Context: an optimization exercise on an open-source flow, tuned for small area, a short achievable clock period and few clock cycles per item. The choices shown serve that exercise and are no tape-out recipe.
At most, simulation tests tie the RTL to the original design; equivalence was not proved.
No activity file was given, so power comes from the tool's default toggle rates.

## JK
==> flow/design.v <==
module non_restoring_divider #(
    parameter DATA_WIDTH = 32
) (
    input  logic                    clk_i,
    input  logic                    clk_en_i,
    input  logic                    rst_n_i,
    input  logic [DATA_WIDTH - 1:0] dividend_i,
    input  logic [DATA_WIDTH - 1:0] divisor_i,
    input  logic                    data_valid_i,
    output logic [DATA_WIDTH - 1:0] quotient_o,
    output logic [DATA_WIDTH - 1:0] remainder_o,
    output logic                    divide_by_zero_o,
    output logic                    data_valid_o,
    output logic                    idle_o
);
    logic [31:0] divisor_q, rem_q, quo_q;
    logic [4:0]  cnt_q;
    logic        busy_q, valid_q, dbz_q;
    logic [1:0] skip;
    always_comb begin
        if      (|divisor_i[31:24]) skip = 2'd3;
        else if (|divisor_i[23:16]) skip = 2'd2;
        else if (|divisor_i[15:8])  skip = 2'd1;
        else                        skip = 2'd0;
    end
    logic [63:0] init;
    assign init = {32'b0, dividend_i} << {skip, 3'b000};
    logic [32:0] trial;
    logic [32:0] diff;
    logic        borrow;
    assign trial = {rem_q, quo_q[31]};
    assign {borrow, diff} = {1'b0, trial} - {2'b00, divisor_q};
    logic start;
    assign start = !busy_q && data_valid_i;
    always_ff @(posedge clk_i) begin
        if (!rst_n_i) begin
            busy_q  <= 1'b0;
            valid_q <= 1'b0;
        end else if (clk_en_i) begin
            valid_q <= busy_q && (cnt_q == 5'd0);
            if (busy_q)
                busy_q <= (cnt_q != 5'd0);
            else
                busy_q <= data_valid_i;
        end
    end
    always_ff @(posedge clk_i) begin
        if (clk_en_i) begin
            if (start) begin
                divisor_q      <= divisor_i;
                {rem_q, quo_q} <= init;
                cnt_q          <= {~skip, 3'b111};
                dbz_q          <= (divisor_i == 32'b0);
            end else if (busy_q) begin
                rem_q <= borrow ? trial[31:0] : diff[31:0];
                quo_q <= {quo_q[30:0], !borrow};
                cnt_q <= cnt_q - 5'd1;
            end
        end
    end
    assign quotient_o       = quo_q;
    assign remainder_o      = rem_q;
    assign divide_by_zero_o = dbz_q;
    assign data_valid_o     = valid_q;
    assign idle_o           = !busy_q;
endmodule
make LEC_CHECK=0 CAP_MARGIN=20 CORE_MARGIN=2 CORE_UTILIZATION=40 SETUP_SLACK_MARGIN=2.5 SLEW_MARGIN=20 finish   # period 6.0 ns
run.sh (not shown) runs the stock make flow with config.mk's settings and CLKGATE_MAP_FILE= SYNTH_SCRIPT=/design/flow/synth_recipe.tcl, a recipe that flattens the netlist after the stock synthesis.
Here is what was changed in the inputs of MS compared with JK.
--- a/flow/design.v
+++ b/flow/design.v
@@ -43,13 +43,13 @@
             else
                 busy_q <= data_valid_i;
         end
     end
     always_ff @(posedge clk_i) begin
         if (clk_en_i) begin
-            if (start) begin
+            if (!busy_q) begin
                 divisor_q      <= divisor_i;
                 {rem_q, quo_q} <= init;
                 cnt_q          <= {~skip, 3'b111};
                 dbz_q          <= (divisor_i == 32'b0);
             end else if (busy_q) begin
                 rem_q <= borrow ? trial[31:0] : diff[31:0];
### Flow results
Wire length of the first global-routing pass went down by a few percent going from JK to MS. Higher number of gates given a new drive strength after cts was reported by MS, not JK. Delta (MS minus JK): number of nets in the layout shrank by about 3.2%, sequential share of layout area barely changed. | final-layout worst hold slack | higher: JK |. Going from JK to MS, synthesized area divided by synthesized cell count grows by 2.3%. Compare MS and JK | fmax higher: JK. When the final numbers for MS and JK were put side by side, the number of detailed-routing iterations run before antenna repair turned out to be greater in JK. Min combinational power share across MS and JK: MS. Diff MS and JK: area after synthesis higher in JK. Power after layout came out lower on MS than on JK.
Testbench counts of MS, summed over its fixed seeds: cycles 167,768, divisions 8,000.
Function not checked in JK: the RTL went through the layout flow alone.

non_restoring_divider, a different RTL version from the one above (not shown whole).
Size in the first run: about 650 cells after synthesis, roughly 110 flip-flops.
==> module non_restoring_divider, before the edit <==
module non_restoring_divider #(
    parameter DATA_WIDTH = 32
) (
    input  logic                    clk_i,
    input  logic                    clk_en_i,
    input  logic                    rst_n_i,
    input  logic [DATA_WIDTH - 1:0] dividend_i,
    input  logic [DATA_WIDTH - 1:0] divisor_i,
    input  logic                    data_valid_i,
    output logic [DATA_WIDTH - 1:0] quotient_o,
    output logic [DATA_WIDTH - 1:0] remainder_o,
    output logic                    divide_by_zero_o,
    output logic                    data_valid_o,
    output logic                    idle_o
);
    logic [31:0] divisor_q, rem_q, quo_q;
    logic [4:0]  cnt_q;
    logic        busy_q, idle_q, valid_q, dbz_q;
    logic [1:0] skip;
    always_comb begin
        if      (|divisor_i[31:24]) skip = 2'd3;
        else if (|divisor_i[23:16]) skip = 2'd2;
        else if (|divisor_i[15:8])  skip = 2'd1;
        else                        skip = 2'd0;
    end
    logic [63:0] init;
    assign init = {32'b0, dividend_i} << {skip, 3'b000};
    logic [32:0] trial;
    logic [32:0] diff;
    logic        borrow;
    assign trial = {rem_q, quo_q[31]};
    assign {borrow, diff} = {1'b0, trial} - {2'b00, divisor_q};
    always_ff @(posedge clk_i) begin
        if (!rst_n_i) begin
            busy_q  <= 1'b0;
            idle_q  <= 1'b1;
            valid_q <= 1'b0;
        end else if (clk_en_i) begin
            valid_q <= busy_q && (cnt_q == 5'd0);
            if (busy_q) begin
                busy_q <= (cnt_q != 5'd0);
                idle_q <= (cnt_q == 5'd0);
            end else begin
                busy_q <= data_valid_i;
                idle_q <= !data_valid_i;
            end
        end
    end
    logic [31:0] rem_keep, rem_sub, rem_nxt;
    logic        qbit_keep, qbit_sub;
    assign rem_keep  = busy_q ? trial[31:0] : init[63:32];
    assign rem_sub   = busy_q ? diff[31:0]  : init[63:32];
    assign rem_nxt   = borrow ? rem_keep : rem_sub;
    assign qbit_keep = busy_q ? 1'b0 : init[0];
    assign qbit_sub  = busy_q ? 1'b1 : init[0];
    always_ff @(posedge clk_i) begin
        if (clk_en_i) begin
            rem_q <= rem_nxt;
            quo_q <= busy_q ? {quo_q[30:0], borrow ? qbit_keep : qbit_sub} : init[31:0];
            if (!busy_q) begin
                divisor_q <= divisor_i;
                cnt_q     <= {~skip, 3'b111};
                dbz_q     <= (divisor_i == 32'b0);
            end else begin
                cnt_q     <= cnt_q - 5'd1;
            end
        end
    end
    assign quotient_o       = quo_q;
    assign remainder_o      = rem_q;
    assign divide_by_zero_o = dbz_q;
    assign data_valid_o     = valid_q;
    assign idle_o           = idle_q;   
endmodule
clock: 6.0 ns
lec_check: 0
cap_margin: 20
core_margin: 2
core_utilization: 40
setup_slack_margin: 2.5
slew_margin: 20
standard.sh (not shown) runs the stock make flow with config.mk's settings and CLKGATE_MAP_FILE= SYNTH_SCRIPT=/design/flow/synth_recipe.tcl, a recipe that flattens the netlist after the stock synthesis.
==> flow/flow/run.sh <==
#!/bin/bash
# Standard ORFS layout, but with small buffers on the ports instead of the
# default delay-cell buffers (repair may still upsize them).
set -euo pipefail
export BUFFER_PORTS_ARGS="-buffer_cell sky130_fd_sc_hd__buf_1"
bash standard.sh > standard.log 2>&1
Then changed:
==> flow/design.v (replaced) <==
module non_restoring_divider #(
    parameter DATA_WIDTH = 32
) (
    input  logic                    clk_i,
    input  logic                    clk_en_i,
    input  logic                    rst_n_i,
    input  logic [DATA_WIDTH - 1:0] dividend_i,
    input  logic [DATA_WIDTH - 1:0] divisor_i,
    input  logic                    data_valid_i,
    output logic [DATA_WIDTH - 1:0] quotient_o,
    output logic [DATA_WIDTH - 1:0] remainder_o,
    output logic                    divide_by_zero_o,
    output logic                    data_valid_o,
    output logic                    idle_o
);
    logic [31:0] divisor_q, rem_q, quo_q;
    logic [4:0]  cnt_q;
    logic        busy_q, valid_q, dbz_q;
    logic [1:0] skip;
    always_comb begin
        if      (|divisor_i[31:24]) skip = 2'd3;
        else if (|divisor_i[23:16]) skip = 2'd2;
        else if (|divisor_i[15:8])  skip = 2'd1;
        else                        skip = 2'd0;
    end
    logic [63:0] init;
    assign init = {32'b0, dividend_i} << {skip, 3'b000};
    logic [32:0] trial;
    logic [32:0] diff;
    logic        borrow;
    assign trial = {rem_q, quo_q[31]};
    logic [33:0] g, p, gp, pp;
    always_comb begin
        g[0] = 1'b1;
        p[0] = 1'b0;
        for (int i = 0; i < 33; i++) begin
            g[i+1] = trial[i] & ~((i < 32) ? divisor_q[i % 32] : 1'b0);
            p[i+1] = ~(trial[i] ^ ((i < 32) ? divisor_q[i % 32] : 1'b0));
        end
        gp = g;
        pp = p;
        for (int l = 0; l < 6; l++) begin
            for (int i = 0; i < 34; i++) begin
                if ((i >> l) & 1) begin
                    gp[i] = gp[i] | (pp[i] & gp[((i >> l) << l) - 1]);
                    pp[i] = pp[i] & pp[((i >> l) << l) - 1];
                end
            end
        end
        for (int i = 0; i < 33; i++)
            diff[i] = p[i+1] ^ gp[i];
        borrow = ~gp[33];
    end
    logic start;
    assign start = !busy_q && data_valid_i;
    always_ff @(posedge clk_i) begin
        if (!rst_n_i) begin
            busy_q  <= 1'b0;
            valid_q <= 1'b0;
        end else if (clk_en_i) begin
            valid_q <= busy_q && (cnt_q == 5'd0);
            if (busy_q)
                busy_q <= (cnt_q != 5'd0);
            else
                busy_q <= data_valid_i;
        end
    end
    always_ff @(posedge clk_i) begin
        if (clk_en_i) begin
            if (!busy_q) begin
                divisor_q      <= divisor_i;
                {rem_q, quo_q} <= init;
                cnt_q          <= {~skip, 3'b111};
                dbz_q          <= (divisor_i == 32'b0);
            end else if (busy_q) begin
                rem_q <= borrow ? trial[31:0] : diff[31:0];
                quo_q <= {quo_q[30:0], !borrow};
                cnt_q <= cnt_q - 5'd1;
            end
        end
    end
    assign quotient_o       = quo_q;
    assign remainder_o      = rem_q;
    assign divide_by_zero_o = dbz_q;
    assign data_valid_o     = valid_q;
    assign idle_o           = !busy_q;
endmodule
What happened:
- area after synthesis shrinks by 2.5%
- power falls by 2.8%
- final area shrinks by 2.0%
- first-iteration DRC count rose by 17%
- clock skew rises by 0.0042 ns
- wire length drops by 4.7%
- die area falls by 2.4%
- setup slack gains 0.026 ns
- sequential power came out lower by about 0.9%
- non-clock buffer count rose by 8
- via count fell by 4.1%
No functional check of the RTL was part of any run of this note.

[what the ideal ports hide]
In the flow no input, the clock included, has a driving cell. The finished layouts below were timed again as built, in two steps.
Step 1 sets driving cells, clkbuf_16 on the clock port and buf_2 on the other inputs (assumed; they add their load-dependent delay and slew).
Step 2 moves the port delays by t, midway between the first and last clock arrival at a register: inputs arrive t later, outputs are due t later. That takes back most of the time a late clock gives input paths.
Three values: ideal ports, drivers, drivers and shift; two values: the first two.
| run | t (ns) | slack for setup (ns) | worst hold slack (ns) | worst register clock-pin slew, ns |
|---|---|---|---|---|
| JK | 0.399 | 2.649 / 2.666 / 2.267 | 0.582 / 0.582 / 0.582 | 0.08 / 0.08 |
| MS | 0.393 | 2.541 / 2.560 / 2.168 | 0.562 / 0.562 / 0.562 | 0.08 / 0.08 |
| the first run of note 2 | 0.395 | 2.569 / 2.569 / 2.265 | 0.571 / 0.571 / 0.571 | 0.07 / 0.07 |
| the second run of note 2 | 0.389 | 2.595 / 2.595 / 2.258 | 0.558 / 0.558 / 0.558 | 0.08 / 0.08 |
After both steps setup and hold are still met in every run listed. The setup slack of JK, which loses most, moves by +0.017 ns with the drivers and by -0.382 ns with both steps.
